What follows belongs to an exercise in optimizing a design on an open flow for small area; a production flow would make more cautious choices. Only simulation tests tie the RTL to the original design; equivalence was not proved. Power figures rest on the tool's default switching activity, not on a simulated workload.

**design/flow/design.v**
```verilog
`timescale 1ns / 1ps
module ALU(function_select,shift,A,B,F,zero,neg,carry,overflow,X);
    input [3:0] function_select;
    input [2:0] shift;
    input [7:0] A,B;
    output reg [7:0] X;
    output wire [7:0] F;
    output zero,neg,carry,overflow;
     reg zero,neg,carry,overflow;
    reg [8:0] regcarry;  
    always@(*)begin
        regcarry = 9'b0;
        X = ~B+1;
        case(function_select)
            4'b0000: regcarry = A+B;
            4'b0001: regcarry = A&B;
            4'b0010: regcarry[7:0] = A+ (~B +1);
            4'b0011: regcarry = A<B;
            4'b0100: regcarry = ~A;
            4'b0101: regcarry = A|B;
            4'b0110: regcarry = A^B;
            4'b0111: regcarry = A<< shift;
            4'b1000: regcarry = A>> shift; 
            4'b1001: regcarry = A;
            default: regcarry = 9'b0;
        endcase
        if(regcarry == 0)
        begin
           zero = 1; 
        end
        else 
        begin 
            zero = 0;
         end
        if( regcarry[7]== 1 )
            begin 
            neg = 1;
            end
        else
            begin
            neg = 0;
            end
        if(regcarry[8]== 1'b1)
        begin
            carry = 1;
        end
        else
        begin
            carry = 0;
        end 
        if(function_select == 4'b0010)
        begin
            if(A[7]== X[7] && regcarry[7]!=A[7])
                begin
                overflow = 1;
                end
           else
                begin
                overflow = 0;
                end
        end
        else
        if(A[7]== B[7]&& regcarry[7]!=A[7])
        begin
            overflow = 1;
        end
        else
        begin
            overflow = 0;
        end
     end
    assign F = regcarry[7:0];
endmodule
`timescale 1ns / 1ps
module BranchDetection(BS_In,RW_In,MW_In,PS_In,Inst_In,BranchD_O,BS_N);
input wire [1:0] BS_In;
input wire  RW_In,MW_In,PS_In;
input wire [16:0] Inst_In;
output wire BS_N;
output wire [16:0] BranchD_O;
wire  BSTemp;
assign BSTemp = BS_In[0] || BS_In[1];
assign BS_N = ~ BSTemp;
assign RW_O = RW_In && BS_N;
assign MW_O = MW_In && BS_N;
assign PS_O = PS_In && BS_N;
assign BranchD_O = Inst_In & BS_N;
endmodule
`timescale 1ns / 1ps
module Branch_select(pc,bus_B,BrA);
input [7:0] pc,bus_B;
output reg [7:0]BrA;
always @(pc,bus_B)
begin
    BrA = pc + bus_B;
end
endmodule
`timescale 1ns / 1ps
module Constant_unit(IM,CS,cu_out);
input [5:0] IM;
input CS;
output reg [7:0] cu_out;
    always @(CS or IM)
begin
if(CS==0)
     cu_out[7:0] = {2'b00,IM[5:0]};
else if(CS==1 && IM[5]==1'b1)
     cu_out[7:0] = {{2{IM[5]}},IM[5:0]};
else
     cu_out[7:0] = {{2{IM[5]}},IM[5:0]};
end
endmodule
`timescale 1ns / 1ps
module DHS(MA,MB,RW,AA,BA,DA,DHS_O,DHS_I);
input wire MA,MB,RW;
input wire [2:0] AA,BA,DA;
output wire DHS_O,DHS_I;
wire HA,HB,CmpAOut,CmpBOut,NMA,NMB,DAOr;
assign CmpAOut = (AA == DA) ? 1:0;
assign CmpBOut = (BA == DA) ? 1:0;
assign DAOr = (DA[2] || DA[1] || DA[0]);
assign NMA = ~MA;
assign NMB = ~MB;
assign HA = RW && NMA && DAOr && CmpAOut;
assign HB = RW && NMB && DAOr && CmpBOut;
assign DHS_O = HA || HB;
assign DHS_I = ~DHS_O;
endmodule
`timescale 1ns / 1ps
module Reg_f(clk,A_add,B_add,D_add,Data_in,write_enable,A_data,B_data);
input clk;
input write_enable;
input [2:0] A_add,B_add,D_add;
input [7:0] Data_in;
output reg [7:0] A_data, B_data;
reg [7:0] Rf [1:7];  
always @(*) begin
    case(A_add)
    0 : A_data = 8'b0;
    1 : A_data = Rf[1];
    2 : A_data = Rf[2];
    3 : A_data = Rf[3];
    4 : A_data = Rf[4];
    5 : A_data = Rf[5];
    6 : A_data = Rf[6];
    default : A_data = Rf[7];
    endcase
    case(B_add)
    0 : B_data = 8'b0;
    1 : B_data = Rf[1];
    2 : B_data = Rf[2];
    3 : B_data = Rf[3];
    4 : B_data = Rf[4];
    5 : B_data = Rf[5];
    6 : B_data = Rf[6];
    default : B_data = Rf[7];
    endcase
end
always @(negedge clk)begin
    if(write_enable) begin
    case(D_add)
    0 : ;
    1 : Rf[1] <= Data_in;
    2 : Rf[2] <= Data_in;
    3 : Rf[3] <= Data_in;
    4 : Rf[4] <= Data_in;
    5 : Rf[5] <= Data_in;
    6 : Rf[6] <= Data_in;
    7 : Rf[7] <= Data_in;
endcase
    end
    end
endmodule
`timescale 1ns / 1ps
module MUX_A(registerA,pc_1,bus_A,MA);
    input [7:0] registerA;
    input [7:0] pc_1;
    input MA;
    output reg [7:0] bus_A;
    always@(MA or pc_1 or registerA)
    begin
        if(MA == 0)
        begin
            bus_A = registerA;
        end
       else 
        begin
            bus_A = pc_1;
        end
        end
endmodule
`timescale 1ns / 1ps
module MUX_B(registerB,CS,MB,bus_B);
input [7 :0] registerB;
    input [7:0] CS;
    input MB;
    output reg [7:0]bus_B;
    always@(MB or registerB or CS)
    begin
        if(MB == 0)
        begin
            bus_B = registerB;
        end
       else
        begin
            bus_B = CS;
        end
        end
endmodule
`timescale 1ns / 1ps
module MUX_C(BS,PCIn,PCout,BrA,RAA,PS,Z);
input PS,Z;
input [1:0] BS;
input [7:0] BrA,RAA,PCIn;
output [7:0] PCout;
wire [1:0] Select;
assign Select = {BS[1] & ~BS[0], BS[0] & (BS [1] | (PS^Z))};
assign PCout = (Select == 2'b00) ? PCIn:
               (Select == 2'b01) ? BrA:
               (Select == 2'b10) ? RAA:
               (Select == 2'b11) ? BrA:
               8'b0;
endmodule
`timescale 1ns / 1ps
module MUX_D(alu_fs,datamem_out,MD,bus_D,Fpga_imp);
input [7:0] alu_fs,datamem_out,Fpga_imp;
input [1:0] MD;
output reg [7:0] bus_D;
always@(*)
    begin
        if(MD == 0)
        begin
            bus_D = alu_fs;
        end
       else if (MD == 1)
        begin
            bus_D = datamem_out;
        end
        else if(MD == 2)
        begin 
            bus_D = Fpga_imp;
        end
        else
        begin
            bus_D = alu_fs;
        end
        end
endmodule
`timescale 1ns / 1ps
module Instruction_Decoder(instruct,RW,DA,MD,BS,PS,MW,FS,MA,MB,AA,BA,CS,fpga_wrt);
    input [16:0] instruct;
    output reg [1:0] MD,BS;
    output reg [3:0] FS;
    output reg RW,PS,MW,MA,MB,CS;
    output reg [2:0] DA,AA,BA;
    output reg fpga_wrt;  
    reg [4:0] OPCODE;
    always@(*)
    begin
    AA = instruct[8:6];
    BA = instruct[5:3];
    DA = instruct[11:9];
    OPCODE=instruct[16:12];
    FS = 4'b1001; MD = 2'b00; BS = 2'b00; RW = 1'b0; PS = 1'b0; MW = 1'b0;
    MA = 1'b0; MB = 1'b0; CS = 1'b0; fpga_wrt = 1'b0;
    case(OPCODE)
    5'b00000: begin
     FS = 4'b1001; 
     MD = 2'b00;
     BS = 2'b00; 
     RW = 1'b0;
     PS = 1'b0; 
     MW = 1'b0;
     MA = 1'b0; 
     MB = 1'b0; 
     CS = 1'b0;
     AA = 3'b000;
     BA = 3'b000;
     DA = 3'b000;
     end
    5'b00001: begin 
    FS = 4'b0000; 
    MD = 2'b00 ; 
    BS = 2'b00;
    RW = 1'b1;
    PS = 1'b0; 
    MW = 1'b0;
    MA = 1'b0; 
    MB = 1'b0; 
    CS = 1'b0; 
    AA = instruct[8:6];
    BA = instruct[5:3];
    DA = instruct[11:9];
    end
    5'b00010: begin 
    FS = 4'b0001; 
    MD = 2'b00 ; 
    BS = 2'b00;
    RW = 1'b1;
    PS = 1'b0; 
    MW = 1'b0;
    MA = 1'b0; 
    MB = 1'b1; 
    CS = 1'b0;
    BA = 3'b000; 
    AA = instruct[8:6];
    DA = instruct[11:9];
    end
    5'b00011: begin 
    FS = 4'b0000; 
    MD = 2'b00; 
    BS = 2'b00; 
    RW = 1'b1;
    PS = 1'b0; 
    MW = 1'b0;
    MA = 1'b0; 
    MB = 1'b1; 
    CS = 1'b1;
    BA = 3'b000;
    AA = instruct[8:6];
    DA = instruct[11:9];
    end
    5'b00100: begin 
    FS = 4'b0010; 
    MD = 2'b00 ; 
    BS = 2'b00;
    RW = 1'b1;
    PS = 1'b0; 
    MW = 1'b0;
    MA = 1'b0; 
    MB = 1'b0; 
    CS = 1'b0; 
    AA = instruct[8:6];
    BA = instruct[5:3];
    DA = instruct[11:9];
    end
    5'b00101: begin 
    FS = 4'b0011; 
    MD = 2'b00; 
    BS = 2'b00; 
    RW = 1'b1;
    PS = 1'b0; 
    MW = 1'b0;
    MA = 1'b0; 
    MB = 1'b0; 
    CS = 1'b0; 
    AA = instruct[8:6];
    BA = instruct[5:3];
    DA = instruct[11:9];
    end
    5'b00110: begin 
    FS = 4'b0100;
    MD = 2'b00; 
    BS = 2'b00; 
    RW = 1'b1;
    PS = 1'b0; 
    MW = 1'b0;
    MA = 1'b0; 
    MB = 1'b0; 
    CS = 1'b0;
    BA = 3'b000; 
    AA = instruct[8:6];
    DA = instruct[11:9];
    end
    5'b00111: begin 
    FS = 4'b1001; 
    MD = 2'b01; 
    BS = 2'b00;
    RW = 1'b1;
    PS = 1'b0; 
    MW = 1'b0;
    MA = 1'b0; 
    MB = 1'b0; 
    CS = 1'b0;
    BA = 3'b000;
    AA = instruct[8:6];
    DA = instruct[11:9];
    end
    5'b01000: begin 
    FS = 4'b1001; 
    MD = 2'b00; 
    BS = 2'b00; 
    RW = 1'b0;
    PS = 1'b0; 
    MW = 1'b1;
    MA = 1'b0; 
    MB = 1'b0; 
    CS = 1'b0;
    DA = 3'b000;
    AA = instruct[8:6]; 
    BA = instruct[5:3];
    end
    5'b01001: begin 
    FS = 4'b1001; 
    MD = 2'b00; 
    BS = 2'b00; 
    RW = 1'b1;
    PS = 1'b0; 
    MW = 1'b0;
    MA = 1'b0; 
    MB = 1'b0; 
    CS = 1'b0;
    BA = 3'b000; 
    AA = instruct[8:6];
    DA = instruct[11:9];
    end
    5'b01010: begin 
    FS = 4'b1001; 
    MD = 2'b00; 
    BS = 2'b11; 
    RW = 1'b0;
    PS = 1'b0; 
    MW = 1'b0;
    MA = 1'b1; 
    MB = 1'b1; 
    CS = 1'b1;
    DA = 3'b000;
    AA = 3'b000;
    BA = 3'b000; 
    end
    5'b01011:begin 
    FS = 4'b1001; 
    MD = 2'b00; 
    BS = 2'b10; 
    RW = 1'b0;
    PS = 1'b0; 
    MW = 1'b0;
    MA = 1'b0; 
    MB = 1'b0; 
    CS = 1'b1;
    DA = 3'b000;
    BA = instruct[5:3];
    AA = instruct[8:6]; 
    end
    5'b01100: begin 
    FS = 4'b1001; 
    MD = 2'b00; 
    BS = 2'b11; 
    RW = 1'b1;
    PS = 1'b0; 
    MW = 1'b0;
    MA = 1'b1; 
    MB = 1'b1; 
    CS = 1'b1;
    DA = instruct[11:9]; 
    AA = 3'b000;
    BA = 3'b000;
    end
    5'b01101: begin 
    FS = 4'b0101; 
    MD = 2'b00; 
    BS = 2'b00;
    RW = 1'b1;
    PS = 1'b0; 
    MW = 1'b0;
    MA = 1'b0; 
    MB = 1'b1; 
    CS = 1'b0;
    BA = 3'b000; 
    AA = instruct[8:6];
    DA = instruct[11:9];
    end 
    5'b01110: begin 
    FS = 4'b0110; 
    MD = 2'b00; 
    BS = 2'b00; 
    RW = 1'b1;
    PS = 1'b0; 
    MW = 1'b0;
    MA = 1'b0; 
    MB = 1'b0; 
    CS = 1'b0; 
    AA = instruct[8:6];
    BA = instruct[5:3];
    end
    5'b01111: begin 
    FS = 4'b0111; 
    MD = 2'b00; 
    BS = 2'b00; 
    RW = 1'b1;
    PS = 1'b0; 
    MW = 1'b0;
    MA = 1'b0; 
    MB = 1'b0; 
    CS = 1'b0;
    BA = 3'b000;  
    AA = instruct[8:6];
    DA = instruct[11:9];
    end
    5'b10001: begin 
    FS = 4'b1000; 
    MD = 2'b00; 
    BS = 2'b00;
    RW = 1'b1;
    PS = 1'b0; 
    MW = 1'b0;
    MA = 1'b0; 
    MB = 1'b0; 
    CS = 1'b0;
    BA = 3'b000;
    AA = instruct[8:6];
    DA = instruct[11:9]; 
    end
    5'b10010: begin 
    FS = 4'b1001; 
    MD = 2'b00; 
    BS = 2'b01; 
    RW = 1'b0;
    PS = 1'b0; 
    MW = 1'b0;
    MA = 1'b0; 
    MB = 1'b1; 
    CS = 1'b1;
    DA = 3'b000;
    AA = instruct[8:6];
    BA = 3'b000; 
    end
    5'b10011: begin 
    FS = 4'b1001; 
    MD = 2'b00; 
    BS = 2'b01;
    RW = 1'b0;
    PS = 1'b1; 
    MW = 1'b0;
    MA = 1'b0; 
    MB = 1'b1; 
    CS = 1'b1;
    DA = 3'b000;
    AA = instruct[8:6];
    BA = 3'b000; 
    end
    5'b10100: begin
    FS = 4'b0000; MD = 2'b10 ; BS = 2'b00; DA = instruct[11:9]; AA = instruct[8:6]; BA = instruct[5:3]; 
    RW = 1'b1;PS = 1'b0; MW = 1'b0;MA = 1'b0; MB = 1'b0; CS = 1'b0; fpga_wrt = 1'b0;
    end
    5'b10101: begin
     FS = 4'b0000; MD = 2'b00 ; BS = 2'b00; DA = 3'b000; AA = instruct[8:6]; BA = instruct[5:3]; 
    RW = 1'b1;PS = 1'b0; MW = 1'b0;MA = 1'b0; MB = 1'b0; CS = 1'b0; fpga_wrt = 1'b1;
    end
    default : begin
    AA = 3'b000; BA = 3'b000; DA = 3'b000;
    end
    endcase
    end
endmodule
`timescale 1ns / 1ps
module MCU(clk,reset,imem_addr,imem_data,dmem_addr,dmem_we,dmem_wdata,dmem_rdata,
           in_data,out_we,out_addr,out_data);
input clk,reset;
output [7:0] imem_addr;    
input [16:0] imem_data;    
output [7:0] dmem_addr;    
output dmem_we;            
output [7:0] dmem_wdata;   
input [7:0] dmem_rdata;    
input [7:0] in_data;       
output out_we;             
output [7:0] out_addr, out_data;
reg [7:0] PC_R;
wire [7:0] MuxC_Out;
wire [7:0] Pc_Fetch, Pc_pc1_Fetch;
wire [16:0] Inst_Fetch;
wire [16:0] Branch_Fetch;
reg [7:0] Pc1_IF_R;
reg [16:0] IR_IF_R;
assign Pc_Fetch = PC_R;
assign Pc_pc1_Fetch = PC_R + 8'h1;  
assign imem_addr = Pc_Fetch;
assign Inst_Fetch = imem_data;
wire [2:0] AA_Decoder,BA_Decoder, DA_Dec, SH_Dec;
wire [7:0] A_Data_Decoder,B_Data_Decoder,PC1_Dec;
wire RW_Dec,PS_Dec,MW_Dec, MA_Dec, MB_Dec,CS_Dec,BS_Invert_wire;
wire [1:0] MD_Dec, BS_Dec;
wire [3:0] FS_Dec;
wire [7:0] busA_Dec, busB_Dec, constant_output_Dec;
wire [5:0] IM_Dec;
wire [16:0] IR_Dec;
wire FPGA_Dec;  
reg [7:0] PC2_Dec_R, busA_Dec_R,busB_Dec_R;
reg RW_Dec_R,PS_Dec_R,MW_Dec_R;
reg [2:0] DA_Dec_R,SH_Dec_R;
reg [1:0] MD_Dec_R, BS_Dec_R;
reg [3 :0] FS_Dec_R;
assign PC1_Dec = Pc1_IF_R;
assign IR_Dec = IR_IF_R;
assign IM_Dec = IR_IF_R[5:0];
assign SH_Dec = IR_IF_R[2:0];
MUX_A MuxACall(.registerA(A_Data_Decoder),.pc_1(PC1_Dec),.bus_A(busA_Dec),.MA(MA_Dec));
MUX_B MuxBCall(.registerB(B_Data_Decoder),.CS(constant_output_Dec),.MB(MB_Dec),.bus_B(busB_Dec));
Instruction_Decoder InstructionDecoderCall(.instruct(IR_Dec),.RW(RW_Dec),.DA(DA_Dec),.MD(MD_Dec),.BS(BS_Dec),
           .PS(PS_Dec),.MW(MW_Dec),.FS(FS_Dec),.MA(MA_Dec),.MB(MB_Dec),.AA(AA_Decoder),.BA(BA_Decoder),.CS(CS_Dec),.fpga_wrt(FPGA_Dec));
   Constant_unit ConstantunitCall(.IM(IM_Dec),.CS(CS_Dec),.cu_out(constant_output_Dec));
BranchDetection BranchdetectCall(.BS_In(BS_Dec),.RW_In(RW_Dec),.MW_In(MW_Dec),.PS_In(PS_Dec),.Inst_In(Inst_Fetch),.BranchD_O(Branch_Fetch),.BS_N(BS_Invert_wire));   
wire RW_EX,PS_EX, MW_EX;
wire [2:0] DA_EX,SH_EX; 
wire [1:0] MD_EX,BS_EX;
wire [3:0] FS_EX; 
wire [7:0] PC2_EX;
wire [7:0] BrA_EX; 
wire [7:0] BusB_EX,RAA_EX;
wire [7:0] ALU_FS_EX,Datamem_EX;
wire Zero_EX,Carry_EX,Neg_EX,Overflow_EX;
wire DHS_Out, DHS_Not_W;
wire [7:0] Fpga_DataIO_Ex;  
reg RW_EX_R;
reg [2:0] DA_EX_R;
reg [1:0] MD_EX_R;
reg [7:0] ALU_EX_R, Datamem_EX_R;
reg [7:0] FPGA_DataIO_R;
reg FPGA_Dec_R;  
assign RW_EX = RW_Dec_R; 
assign PS_EX = PS_Dec_R;
assign MW_EX = MW_Dec_R;
assign DA_EX = DA_Dec_R; 
assign SH_EX = SH_Dec_R;
assign MD_EX = MD_Dec_R;
assign BS_EX = BS_Dec_R;
assign FS_EX = FS_Dec_R;
assign PC2_EX = PC2_Dec_R; 
assign BusB_EX = busB_Dec_R;
assign RAA_EX = busA_Dec_R;
Branch_select AdderCall(.pc(PC2_EX),.bus_B(BusB_EX),.BrA(BrA_EX));
ALU ALUCall(.function_select(FS_EX),.shift(SH_EX),.A(RAA_EX),.B(BusB_EX),.F(ALU_FS_EX),.zero(Zero_EX),.neg(Neg_EX),.carry(Carry_EX),.overflow(Overflow_EX));
assign dmem_addr = RAA_EX;
assign dmem_we = MW_EX;
assign dmem_wdata = BusB_EX;
assign Datamem_EX = dmem_rdata;
MUX_C PC_Fetch(.BS(BS_EX),.PCIn(Pc_pc1_Fetch),.PCout(MuxC_Out),.BrA(BrA_EX),.RAA(RAA_EX),.PS(PS_EX),.Z(Zero_EX));
DHS DHSCall(.MA(MA_Dec),.MB(MB_Dec),.RW(RW_EX),.AA(AA_Decoder),.BA(BA_Decoder),.DA(DA_EX),.DHS_O(DHS_Out),.DHS_I(DHS_Not_W));
assign out_we = FPGA_Dec_R;
assign out_addr = RAA_EX;
assign out_data = BusB_EX;
assign Fpga_DataIO_Ex = in_data;
wire [7:0] alu_wb,busD_wb;
wire [2:0] da_wb;
wire rw_wb;
wire [7:0] datamem_wb;
wire [1:0] md_wb;
wire [7:0] FPGA_wb;
assign alu_wb = ALU_EX_R;
assign da_wb = DA_EX_R;
assign rw_wb = RW_EX_R;
assign datamem_wb = Datamem_EX_R;
assign md_wb = MD_EX_R;
assign FPGA_wb = FPGA_DataIO_R;
Reg_f Regfile_Fetch(.clk(clk),.A_add(AA_Decoder),.B_add(BA_Decoder),.D_add(da_wb),.Data_in(busD_wb),.write_enable(rw_wb),.A_data(A_Data_Decoder),.B_data(B_Data_Decoder));
MUX_D MUX_D_Call(.alu_fs(alu_wb),.datamem_out(datamem_wb),.MD(md_wb),.bus_D(busD_wb),.Fpga_imp(FPGA_wb));
always @(posedge clk or negedge reset)
begin
if(!reset)
begin
PC_R <= 0;
Pc1_IF_R <= 0;
IR_IF_R <= 0;
PC2_Dec_R <= 0;
busA_Dec_R <= 0;
busB_Dec_R <= 0;
RW_Dec_R <= 0;
PS_Dec_R <= 0;
MW_Dec_R <= 0;
DA_Dec_R <= 0;
SH_Dec_R <= 0;
MD_Dec_R <= 0;
BS_Dec_R <= 0;
FS_Dec_R <= 0;
FPGA_Dec_R <= 0;
 RW_EX_R <= 0;
 DA_EX_R <= 0;
 MD_EX_R <= 0;
 ALU_EX_R <= 0;
 Datamem_EX_R <= 0;
 FPGA_DataIO_R <= 0;
end
else
begin
if(DHS_Out == 0)  
begin
PC_R <= MuxC_Out;
Pc1_IF_R <= Pc_pc1_Fetch;
IR_IF_R <= (BS_Dec[0] || BS_Dec[1]) ? Branch_Fetch : Inst_Fetch;
PC2_Dec_R <= PC1_Dec;
busA_Dec_R <= busA_Dec;
busB_Dec_R <= busB_Dec;
RW_Dec_R <= RW_Dec;
PS_Dec_R <= PS_Dec;
MW_Dec_R <= MW_Dec;
DA_Dec_R <= DA_Dec;
SH_Dec_R <= SH_Dec;
MD_Dec_R <= MD_Dec;
BS_Dec_R <= BS_Dec;
FS_Dec_R <= FS_Dec;
FPGA_Dec_R <= FPGA_Dec;
end
else  
begin
 PC_R   <= PC_R;
 Pc1_IF_R <= Pc1_IF_R;
 IR_IF_R <= IR_IF_R;
 PC2_Dec_R <= PC2_Dec_R;
 busA_Dec_R <= busA_Dec;
 busB_Dec_R <= busB_Dec;
 RW_Dec_R <= RW_Dec && DHS_Not_W;
 DA_Dec_R <= DA_Dec & {3{DHS_Not_W}};
 MD_Dec_R <= MD_Dec;
 BS_Dec_R <= BS_Dec & {2{DHS_Not_W}};
 PS_Dec_R <= PS_Dec;
 MW_Dec_R <= MW_Dec && DHS_Not_W;
 FS_Dec_R <= FS_Dec;
 SH_Dec_R <= SH_Dec;
 FPGA_Dec_R <= FPGA_Dec && DHS_Not_W;
  end 
 RW_EX_R <= RW_EX;
 DA_EX_R <= DA_EX;
 MD_EX_R <= MD_EX;
 ALU_EX_R <= ALU_FS_EX;
 Datamem_EX_R <= Datamem_EX;
 FPGA_DataIO_R <= Fpga_DataIO_Ex;
end
end
endmodule
```
**design/flow/run.sh**
```bash
#!/bin/bash
# synth_recipe.tcl (not shown) runs the flow's synth.tcl, then flattens the netlist and writes it again
# the make line also repeats each setting of config.mk as NAME=value (left out here)
make -C /OpenROAD-flow-scripts/flow DESIGN_CONFIG=/design/flow/config.mk WORK_HOME=/design/flow/orfs CLKGATE_MAP_FILE= SYNTH_SCRIPT=/design/flow/synth_recipe.tcl finish
```
**design/flow/config.mk**
```make
export PLATFORM = sky130hd
export DESIGN_NAME = MCU
export DESIGN_NICKNAME = MCU
export VERILOG_FILES = /design/flow/design.v
export SDC_FILE = /design/flow/constraint.sdc
export NUM_CORES = 4
export LEC_CHECK = 0
export CAP_MARGIN = 20
export CORE_MARGIN = 2
export CORE_UTILIZATION = 40
export SLEW_MARGIN = 20
```
**design/flow/constraint.sdc**
```tcl
create_clock -name core_clock -period 10.0 [get_ports {clk}]
set_input_delay 2.0000 -clock core_clock [delete_from_list [all_inputs] [get_ports {clk}]]
set_output_delay 2.0000 -clock core_clock [all_outputs]
set_load 0.01 [all_outputs]
```
==> flow_metrics.env <==
export IMPL_synth_cells_most_frequent="110 x nand2_1, 105 x dfrtp_1, 69 x nor2_1"
export IMPL_worstSetupEndpoint="Regfile_Fetch.Rf[2][2]$_DFFE_NP_"
export IMPL_cts_max_path_buffers=2
export IMPL_worst_slack_ns=3.29
export IMPL_async_flop_share_pct=65.2
export IMPL_fin_util_pct=47.9
export IMPL_avgSynthCellArea_um2=9.87
export IMPL_synth_top_area_cell="dfrtp_1"
export IMPL_grt_use_total_pct=22.7
export IMPL_synth_area_leaders="dfrtp_1 29%, edfxtp_1 18%, ha_1 4.5%"
export IMPL_critPathKind="flop to flop"
export IMPL_tightestPinTransition_ns=1.11
export IMPL_synth_net_count=1004
export IMPL_min_delay_start="MD_Dec_R[0]$_DFF_PN0_"
export IMPL_cp_start_kind="flop"
export IMPL_outcome="complete, no violations"
export IMPL_start_util_pct=40.7
export IMPL_hold_ws_ns=0.345
export IMPL_seq_area_mm2=0.00431
export IMPL_grt_pass1_vias=7303
export IMPL_startpoint="MD_EX_R[0]$_DFF_PN0_"
export IMPL_yosys_cell_count_top_type="nand2_1"
export IMPL_fp_dieH_um=156
export IMPL_grt_setup_unrepaired="no"
export IMPL_cp_slowest_cell="dfrtp_1"
export IMPL_cts_root_buf="clkbuf_16"
export IMPL_finalWeightedCongestion=0.929
export IMPL_yosysSeqAreaShare_pct=46.8
export IMPL_clkSlewWorstSetupHoldPaths_ns=0.07
export IMPL_hold_viol=0
export IMPL_maxCapViolations=0
export IMPL_num_nets_final=1094
export IMPL_powerDensity_mw_per_mm2=344
export IMPL_worstHoldPathType="flop to flop"
export IMPL_yosys_most_used_dff="dfrtp_1"
export IMPL_viasPerCell=5.75
export IMPL_h_tree_depth=4
export IMPL_portBuffers=76
export IMPL_dpl_hpwl_mm=19.1
export IMPL_cts_sinks=161
export IMPL_slew_headroom_pct=25.6
export IMPL_core_area_mm2=0.0226
export IMPL_overflow=0
export IMPL_yosysWarnings=13
export IMPL_fill_cells=2095
export IMPL_setup_viol=0
export IMPL_tritoncts="built"
export IMPL_regToRegSetupSlack_ns=3.29
export IMPL_fp_row_count=55
export IMPL_vias=7598
export IMPL_pre_cts_ws_ns=3.32
export IMPL_cts_hold_buf=0
export IMPL_pin_count=77
export IMPL_fin_skew_ns=0.0383
export IMPL_path_cells="nand2b_1 > nand2_1 > nor2_1 > nor2_1"
export IMPL_synth_edf_count=56
export IMPL_area_growth_pct=17.8
export IMPL_die_area_mm2=0.0243
export IMPL_drtIter0Drc=733
export IMPL_r2r_start="MD_EX_R[0]$_DFF_PN0_"
export IMPL_grt_max_degree=55
export IMPL_antenna_found_initial=0
export IMPL_synth_top_area_share_pct=28.5
export IMPL_leakagePower_uw=0.00446
export IMPL_reg2reg_to="Regfile_Fetch.Rf[2][2]$_DFFE_NP_"
export IMPL_worstSkewPairLatency_ns=0.47
export IMPL_r2r_cells=4
export IMPL_drive_above_1_share_pct=7.14
export IMPL_postCtsSetupRepairBufs=0
export IMPL_crit_path_end_kind="flop"
export IMPL_critPathMaxFanout=14
export IMPL_crit_arrival_ns=1.91
export IMPL_wl_mm=26.8
export IMPL_drc_errors=0
export IMPL_multi_input_area_mm2=0.00440
export IMPL_synth_cell_types=71
export IMPL_first_pass_iters=7
export IMPL_numCtsBuffers=17
export IMPL_syn_inst=933
export IMPL_required_ns=5.19
export IMPL_cp_common_cell="nor2_1"
export IMPL_drtAntennaViolNets=0
export IMPL_die_w_um=156
export IMPL_syn_area_mm2=0.00921
export IMPL_ir_worst_vdd_mv=0.195
export IMPL_wl_per_cell_um=20.3
export IMPL_grt_pass1_wl_mm=41.8
export IMPL_cts_repair_resize_count=0
export IMPL_ys_ff_latch=161
export IMPL_max_stage_delay_ns=0.63
export IMPL_fin_setup_tns_ns=0
export IMPL_finalMaxSlewViolations=0
cell families after synthesis:
| family | synth area share, % |
|---|---|
| flops | 46.8 |
| fa+ha+maj | 5.13 |
| mux | 6.64 |
| buf+inv | 5.61 |
| compound gates | 17.9 |
| xor+xnor | 1.98 |
| simple gates | 15.9 |
layout by cell type, fill, tap and decap left out, drive strengths merged, types with 11 or more instances in the layout:
cell	count
nand2b	17
a22oi	27
nor2	69
o211ai	11
a21oi	45
xnor2	12
o21ai	67
nor2b	19
inv	107
nand3	12
a32oi	15
clkdlybuf4s50	75
nor3	19
mux2i	27
ha	33
edfxtp	56
mux2	12
clkbuf	20
nand2	110
nand4	11
dfrtp	105
through the flow:
| step | power [uW] | cell area, um2 | std cells |
|---|---|---|---|
| final | 3730 | 10800 | 1322 |
| after global routing | 4010 | 10800 | 1321 |
| after CTS | 3730 | 10800 | 1321 |
| after detailed placement | 3020 | 10100 | 1234 |
| after global placement | 3010 | 10100 | 1234 |
| after floorplan | 2430 | 9210 | 933 |
report_power, final:
group | total [uW] | switching, uW | internal [uW]
clock | 732 | 340 | 392
combinational | 1710 | 973 | 739
sequential | 1290 | 377 | 910
total | 3730 | 1690 | 2040
routing by layer:
layer  wire length [um]  up-vias  GRT usage [%]
met5                  0        -              0
met4               1130        0           10.8
met3               1440       67           4.25
met2              12400      296           35.8
met1              11900     3664           30.3
li1                   -     3571              -
worst max-delay path, delay by kind of cell (launching register included):
family           cells  cell delay [ns]
DFF                  1             0.63
and+or+nand+nor      4             0.84
worst min path at each step:
stage                      endpoint  slack (ns)  cells after the start
6_report       MD_EX_R[0]$_DFF_PN0_        0.34                      0
5_1_grt        MD_EX_R[0]$_DFF_PN0_        0.35                      0
4_1_cts        MD_EX_R[0]$_DFF_PN0_        0.35                      0
3_5_place_dp   MD_EX_R[0]$_DFF_PN0_        0.34                      0
3_3_place_gp   MD_EX_R[0]$_DFF_PN0_        0.34                      0
2_1_floorplan  MD_EX_R[0]$_DFF_PN0_        0.33                      0
registers in the layout (all words and copies together) (netlist names), 3 cells and up:
name and flops:
ALU_EX_R 8, DA_Dec_R 3, DA_EX_R 3, Datamem_EX_R 8, FPGA_DataIO_R 8, FS_Dec_R 4, IR_IF_R 17, PC2_Dec_R 8
PC_R 8, Pc1_IF_R 8, Regfile_Fetch.Rf 56, SH_Dec_R 3, busA_Dec_R 8, busB_Dec_R 8
layout make-up:
cell class | count | area share (%)
timing repair buffer | 84 | 7.54
multi-input combinational | 658 | 40.6
sequential | 161 | 39.7
clock buffer | 20 | 4.21
clock inverter | 68 | 3.09
antenna | 1 | 0.0231
inverter | 45 | 1.56
tap | 285 | 3.29
